What follows belongs to an exercise in optimizing a design on an open flow for small area; a production flow would make more cautious choices. The RTL was checked by simulation tests, not by an equivalence proof against the original design.

==> build 84 <==
==> flow/design.v <==
`timescale 1ns / 1ps
module clockdiv(
	input wire clk,
	input wire rst,
	input wire clr,
	input wire wrap,
	output reg clk1hz
	);
always @(posedge clk) begin
	if (rst)
		clk1hz <= 1'b0;
	else if (!clr && wrap)
		clk1hz <= ~clk1hz;
end
endmodule
`timescale 1ns / 1ps
module edge_debouncer(
	input clk,
	input rst,
	input low_freq_clk,
	input btn,
	output btn_out
	);
reg [2:0] btn_history;
always @(posedge clk) begin
	if (rst)
		btn_history <= 3'b000;
	else if (low_freq_clk)
		btn_history <= {btn, btn_history[2:1]};
end
assign btn_out = ~btn_history[0] & btn_history[1] & low_freq_clk;
endmodule
`timescale 1ns / 1ps
module seven_segment(digit, seven_seg);
input [3:0] digit;
output reg [6:0] seven_seg;
always @(*) begin
	case (digit)
	4'h0: seven_seg = 7'b1000000;
	4'h1: seven_seg = 7'b1111001;
	4'h2: seven_seg = 7'b0100100;
	4'h3: seven_seg = 7'b0110000;
	4'h4: seven_seg = 7'b0011001;
	4'h5: seven_seg = 7'b0010010;
	4'h6: seven_seg = 7'b0000010;
	4'h7: seven_seg = 7'b1111000;
	4'h8: seven_seg = 7'b0000000;
	4'h9: seven_seg = 7'b0010000;
	default: seven_seg = 7'b1111111;
	endcase
end
endmodule
`timescale 1ns / 1ps
module timer(
	input wire clk_high,
	input wire rst,
	input wire clk,		 
	input wire clr,
	input wire win_flag,
	output reg lose_flag,
	output reg [3:0] sec_u,
	output reg [3:0] sec_t,
	output reg [3:0] sec_h,
	output reg [3:0] h_sec_u,
	output reg [3:0] h_sec_t,
	output reg [3:0] h_sec_h
	);
wire u0 = (sec_u == 4'd0);
wire t0 = (sec_t == 4'd0);
wire h0 = (sec_h == 4'd0);
wire better = {h_sec_h, h_sec_t, h_sec_u} < {sec_h, sec_t, sec_u};
always @(posedge clk_high) begin
	if (rst) begin
		sec_u <= 4'd9;
		sec_t <= 4'd9;
		sec_h <= 4'd9;
		lose_flag <= 1'b0;
		h_sec_u <= 4'd2;
		h_sec_t <= 4'd0;
		h_sec_h <= 4'd0;
	end
	else if (clr) begin
		sec_u <= 4'd9;
		sec_t <= 4'd9;
		sec_h <= 4'd9;
		lose_flag <= 1'b0;
	end
	else if (clk) begin
		if (win_flag) begin
			lose_flag <= 1'b0;
			if (better) begin
				h_sec_u <= sec_u;
				h_sec_t <= sec_t;
				h_sec_h <= sec_h;
			end
		end
		else if (u0 && t0 && h0)
			lose_flag <= 1'b1;
		else begin
			sec_u <= u0 ? 4'd9 : sec_u - 4'd1;
			if (u0) begin
				sec_t <= t0 ? 4'd9 : sec_t - 4'd1;
				if (t0)
					sec_h <= sec_h - 4'd1;
			end
		end
	end
end
endmodule
`timescale 1ns / 1ps
module board_logic(
	input wire clk,
	input wire rst,
	input wire up,
	input wire left,
	input wire down,
	input wire right,
	input wire choose,
	input wire clr,
	input wire win_flag,
	input wire lose_flag,
	input wire [3:0] hp,
	input wire [6:0] hx,
	input wire [3:0] vp,
	input wire [5:0] vy,
	input wire blink,
	input wire segclk,
	output reg [2:0] red,
	output reg [2:0] green,
	output reg [1:0] blue,
	output wire solved
	);
localparam [323:0] PUZZLE = 324'h000810307630050040470003900820300050009206400040001028005400091090070086107062000;
localparam [323:0] TEMPLATE = 324'h952814367631759842478623915826347159519286473743591628265438791394175286187962534;
reg [3:0] srow, scol;
wire rclr = rst || clr;
wire act = !win_flag && !lose_flag;
wire [3:0] ar = segclk ? srow : vp;
wire [3:0] ac = segclk ? scol : hp;
wire [8:0] rsel, csel;
genvar g;
generate
	for (g = 0; g < 9; g = g + 1) begin : dec
		assign rsel[g] = (ar == g);
		assign csel[g] = (ac == g);
	end
endgenerate
wire [323:0] grid;
reg [3:0] rd;
reg isvar;	 
integer k;
always @(*) begin
	rd = 4'd0;
	isvar = 1'b0;
	for (k = 0; k < 81; k = k + 1) begin
		rd = rd | ({4{rsel[k/9] & csel[k%9]}} & grid[k*4 +: 4]);
		if (PUZZLE[k*4 +: 4] == 4'd0)
			isvar = isvar | (rsel[k/9] & csel[k%9]);
	end
end
wire wr = act && choose;
wire [3:0] nxt = rclr ? 4'd0 : (rd == 4'd9) ? 4'd0 : rd + 4'd1;
wire here = (vp == srow) && (hp == scol);
reg [3:0] val;
always @(posedge clk)
	if ((!segclk && hx < 7'd10) || (wr && here && isvar))
		val <= segclk ? nxt : rd;
wire [80:0] ok;
generate
	for (g = 0; g < 81; g = g + 1) begin : cl
		if (PUZZLE[g*4 +: 4] == 4'd0) begin : v
			reg [3:0] c;
			always @(posedge clk)
				if (((rsel[g/9] && wr) || rclr) && (csel[g%9] || rclr))
					c <= nxt;
			assign grid[g*4 +: 4] = c;
			assign ok[g] = (c == TEMPLATE[g*4 +: 4]);
		end
		else begin : f
			assign grid[g*4 +: 4] = PUZZLE[g*4 +: 4];
			assign ok[g] = 1'b1;
		end
	end
endgenerate
assign solved = &ok;
always @(posedge clk) begin
	if (rclr) begin
		srow <= 4'd0;
		scol <= 4'd0;
	end
	else if (act && !choose) begin
		if (up)
			srow <= (srow == 4'd0) ? 4'd8 : srow - 4'd1;
		else if (right)
			scol <= (scol == 4'd8) ? 4'd0 : scol + 4'd1;
		else if (down)
			srow <= (srow == 4'd8) ? 4'd0 : srow + 4'd1;
		else if (left)
			scol <= (scol == 4'd0) ? 4'd8 : scol - 4'd1;
	end
end
wire vband = (hx < 7'd10) && (hp <= 4'd8);		 
wire hband = (vy < 6'd10) && (vp != 4'd0) && (vp <= 4'd8);	 
wire incell = (hx >= 7'd10) && (hp <= 4'd8) && (vy >= 6'd10) && (vp <= 4'd8);
always @(*) begin
	{red, green, blue} = 8'h00;
	if (vband || hband)
		{red, green, blue} = 8'hff;
	else if (incell) begin
		if (here && blink)
			{red, green, blue} = 8'hff;
		else case (val)
			4'd1: {red, green, blue} = {3'b111, 3'b000, 2'b00};
			4'd2: {red, green, blue} = {3'b111, 3'b100, 2'b00};
			4'd3: {red, green, blue} = {3'b111, 3'b111, 2'b00};
			4'd4: {red, green, blue} = {3'b000, 3'b111, 2'b00};
			4'd5: {red, green, blue} = {3'b000, 3'b111, 2'b11};
			4'd6: {red, green, blue} = {3'b000, 3'b000, 2'b11};
			4'd7: {red, green, blue} = {3'b111, 3'b000, 2'b11};
			4'd8: {red, green, blue} = {3'b100, 3'b001, 2'b01};
			4'd9: {red, green, blue} = {3'b111, 3'b001, 2'b10};
			default: {red, green, blue} = 8'h00;
		endcase
	end
end
endmodule
`timescale 1ns / 1ps
module vga640x480(
	input wire clk,
	input wire rst,
	input wire clr,
	output reg [3:0] hp,
	output reg [6:0] hx,
	output reg [3:0] vp,
	output reg [5:0] vy,
	output wire segclk,		 
	output wire seg_tick,	 
	output wire sec_wrap,	 
	output wire blink,		 
	output wire hsync,
	output wire vsync
	);
reg [12:0] cnt;
wire hend = (hp == 4'd11) && (hx == 7'd7);		 
wire hnext = (hx == 7'd71);
wire lend = (hp == 4'd9) && (hx == 7'd17);		 
wire vend = (vp == 4'd9) && (vy == 6'd25);		 
wire vnext = (vy == 6'd54);
wire ctick = (hx[2:0] == 3'd1) && (hx[4:3] == ~hp[1:0]);
always @(posedge clk) begin
	if (rst || clr) begin
		hp <= 4'd9;
		hx <= 7'd18;
		vp <= 4'd9;
		vy <= 6'd5;
		cnt <= 13'd0;
	end
	else begin
		if (ctick)
			cnt <= cnt + 13'd1;
		if (hend) begin
			hp <= 4'd0;
			hx <= 7'd0;
		end
		else if (hnext) begin
			hp <= hp + 4'd1;
			hx <= 7'd0;
		end
		else
			hx <= hx + 7'd1;
		if (lend) begin
			if (vend) begin
				vp <= 4'd0;
				vy <= 6'd0;
			end
			else if (vnext) begin
				vp <= vp + 4'd1;
				vy <= 6'd0;
			end
			else
				vy <= vy + 6'd1;
		end
	end
end
assign segclk = hp[0] ^ (hx[3:0] >= 4'd2 && hx[3:0] <= 4'd9);
assign seg_tick = (hx[3:0] == (hp[0] ? 4'd9 : 4'd1));
assign sec_wrap = (hp == 4'd0 && hx == 7'd65) || (hp == 4'd3 && hx == 7'd49) ||
                  (hp == 4'd6 && hx == 7'd33) || lend;
assign blink = cnt[12];
assign hsync = !((hp == 4'd9 && hx >= 7'd18) || (hp == 4'd10 && hx < 7'd42));
assign vsync = !(vp == 4'd9 && (vy == 6'd5 || vy == 6'd6));
endmodule
`timescale 1ns / 1ps
module NERP_demo_top(
	input wire clk,			 
	input wire rst,			 
	input wire clr,			 
	input wire btns,		 
	input wire btnu,		 
	input wire btnl,		 
	input wire btnd,		 
	input wire btnr,		 
	output wire [7:0] seg,	 
	output reg [3:0] an,	 
	output wire [2:0] red,
	output wire [2:0] green,
	output wire [1:0] blue,
	output wire hsync,
	output wire vsync,
	output wire led
	);
wire segclk, seg_tick, sec_wrap, blink;
wire [3:0] hp, vp;
wire [6:0] hx;
wire [5:0] vy;
wire clk_1hz, clk_1hz_d;
wire up, down, left, right, choose;
wire win_flag, lose_flag, solved;
wire [3:0] ones, tens, hundreds, h_ones, h_tens, h_hundreds;
vga640x480 U3(
	.clk(clk), .rst(rst), .clr(clr),
	.hp(hp), .hx(hx), .vp(vp), .vy(vy),
	.segclk(segclk), .seg_tick(seg_tick), .sec_wrap(sec_wrap), .blink(blink),
	.hsync(hsync), .vsync(vsync)
);
clockdiv U1(.clk(clk), .rst(rst), .clr(clr), .wrap(sec_wrap), .clk1hz(clk_1hz));
edge_debouncer btn_sel  (.clk(clk), .rst(rst), .low_freq_clk(segclk), .btn(btns), .btn_out(choose));
edge_debouncer btn_up   (.clk(clk), .rst(rst), .low_freq_clk(segclk), .btn(btnu), .btn_out(up));
edge_debouncer btn_down (.clk(clk), .rst(rst), .low_freq_clk(segclk), .btn(btnd), .btn_out(down));
edge_debouncer btn_left (.clk(clk), .rst(rst), .low_freq_clk(segclk), .btn(btnl), .btn_out(left));
edge_debouncer btn_right(.clk(clk), .rst(rst), .low_freq_clk(segclk), .btn(btnr), .btn_out(right));
edge_debouncer debounce_clock(.clk(clk), .rst(rst), .low_freq_clk(segclk), .btn(clk_1hz), .btn_out(clk_1hz_d));
assign led = choose;
board_logic board(
	.clk(clk), .rst(rst), .clr(clr),
	.up(up), .left(left), .down(down), .right(right), .choose(choose),
	.win_flag(win_flag), .lose_flag(lose_flag),
	.hp(hp), .hx(hx), .vp(vp), .vy(vy), .blink(blink), .segclk(segclk),
	.red(red), .green(green), .blue(blue), .solved(solved)
);
reg has_won;
always @(posedge clk) begin
	if (rst || clr)
		has_won <= 1'b0;
	else
		has_won <= solved;
end
assign win_flag = has_won;
timer time_left(.clk_high(clk), .rst(rst), .clk(clk_1hz_d), .clr(clr), .win_flag(win_flag),
	.lose_flag(lose_flag), .sec_u(ones), .sec_t(tens), .sec_h(hundreds),
	.h_sec_u(h_ones), .h_sec_t(h_tens), .h_sec_h(h_hundreds));
reg [3:0] dig;
wire hs = (win_flag || lose_flag) && !clk_1hz;
always @(posedge clk) begin
	if (rst) begin
		an <= 4'b1111;
		dig <= 4'hf;
	end
	else if (seg_tick) begin
		an <= {an[2:0], ~(an[2] & an[1] & an[0])};
		if (!an[0])
			dig <= hs ? h_tens : tens;
		else if (!an[1])
			dig <= hs ? h_hundreds : hundreds;
		else if (!an[2])
			dig <= 4'hf;
		else
			dig <= hs ? h_ones : ones;
	end
end
wire [6:0] seg7;
seven_segment dec(.digit(dig), .seven_seg(seg7));
assign seg = {1'b1, seg7};
endmodule
==> flow/run.sh <==
#!/bin/bash
# synth_recipe.tcl (not shown) runs the flow's synth.tcl, then flattens the netlist and writes it again
# the make line also repeats each setting of config.mk as NAME=value (left out here)
make -C /OpenROAD-flow-scripts/flow DESIGN_CONFIG=/design/flow/config.mk WORK_HOME=/design/flow/orfs CLKGATE_MAP_FILE= SYNTH_SCRIPT=/design/flow/synth_recipe.tcl finish
==> flow/config.mk <==
export PLATFORM = sky130hd
export DESIGN_NAME = NERP_demo_top
export DESIGN_NICKNAME = NERP_demo_top
export VERILOG_FILES = /design/flow/design.v
export SDC_FILE = /design/flow/constraint.sdc
export NUM_CORES = 8
export LEC_CHECK = 0
export ABC_AREA = 1
export CAP_MARGIN = 20
export CORE_MARGIN = 2
export CORE_UTILIZATION = 55
export PLACE_DENSITY = 0.65
export SLEW_MARGIN = 20
==> flow/constraint.sdc <==
create_clock -name core_clock -period 15.0 [get_ports {clk}]
set_input_delay 3.0000 -clock core_clock [delete_from_list [all_inputs] [get_ports {clk}]]
set_output_delay 3.0000 -clock core_clock [all_outputs]
set_load 0.01 [all_outputs]
==> build 26 (differences from build 84) <==
--- a/flow/config.mk
+++ b/flow/config.mk
@@ -11,2 +11,5 @@
 export CORE_UTILIZATION = 55
+export CTS_BUF_LIST = sky130_fd_sc_hd__clkbuf_8
+export CTS_CLUSTER_DIAMETER = 60
+export CTS_CLUSTER_SIZE = 18
 export PLACE_DENSITY = 0.65
==> build 12 (differences from build 84) <==
--- a/flow/config.mk
+++ b/flow/config.mk
@@ -11,2 +11,5 @@
 export CORE_UTILIZATION = 55
+export CTS_BUF_LIST = sky130_fd_sc_hd__clkbuf_4 sky130_fd_sc_hd__clkbuf_8 sky130_fd_sc_hd__clkbuf_16
+export CTS_CLUSTER_DIAMETER = 50
+export CTS_CLUSTER_SIZE = 20
 export PLACE_DENSITY = 0.65
==> impl_metrics.toml <==
[final_layout]
clock_tree_area_fraction_pct = 5.95
drive_above_1_share_pct = 7.85
layout.cells.non_filler = 2277

[timing]
max_freq_mhz = 158
final.hold.worst_slack_ps = 461

[power_and_ir_drop]
share_comb_of_total_power_pct = 3.9

[critical_path]
worst_setup_path_startpoint = "U3.hx[1]$_SDFF_PN1_"

[clock_network]
clk-insertion-delay-late_ps = 570

[outcome]
outcome = "no timing/DRC/antenna violations"
[end of results for build 12]
==> impl_metrics.toml <==
[timing]
final.hold.worst_slack_ps = 460
max_freq_mhz = 157

[outcome]
outcome = "no timing/DRC/antenna violations"

[clock_network]
clk-insertion-delay-late_ps = 590

[power_and_ir_drop]
share_comb_of_total_power_pct = 3.7

[critical_path]
worst_setup_path_startpoint = "U3.hx[0]$_SDFF_PP0_"

[final_layout]
number_of_clock_buffers_in_the_layout = 34
drive_above_1_share_pct = 7.88
layout.cells.non_filler = 2282
[end of results for build 84]
==> impl_metrics.toml <==
[critical_path]
worst_setup_path_startpoint = "U3.hx[1]$_SDFF_PN1_"

[final_layout]
drive_above_1_share_pct = 7.05
layout.cells.non_filler = 2265

[clock_network]
clk-insertion-delay-late_ps = 610

[timing]
final.hold.worst_slack_ps = 470

[power_and_ir_drop]
share_comb_of_total_power_pct = 4.5

[outcome]
outcome = "no timing/DRC/antenna violations"
[end of results for build 26]

==> afterwards: timing with drivers on the ports <==
The flow's constraints put no driver on any port. The routed layouts listed below were extracted and timed again, unchanged, in two steps. Step 1: set_driving_cell puts a clkbuf_16 on clk and a buf_2 on each other input, an assumption about the parent block. Step 2 also shifts input and output timing later by t, the mid clock arrival at the registers, as if the neighbouring blocks saw the same clock. Three values: ideal, step 1, step 2; two values: the first two.
| run | shift t [ns] | setup WS [ns] | worst setup path at the end | slew at the worst register clock pin (ns) | worst data-port slew with drivers (ns) |
|---|---|---|---|---|---|
| build 84 | 0.633 | 8.639 / 8.585 / 8.962 | input to register | 0.07 / 0.07 | 0.03 |
| build 26 | 0.634 | 8.641 / 8.592 / 8.974 | input to register | 0.11 / 0.11 | 0.03 |
| build 12 | 0.607 | 8.663 / 8.611 / 8.959 | input to register | 0.08 / 0.08 | 0.03 |
After both steps setup and hold are still met in every run listed.
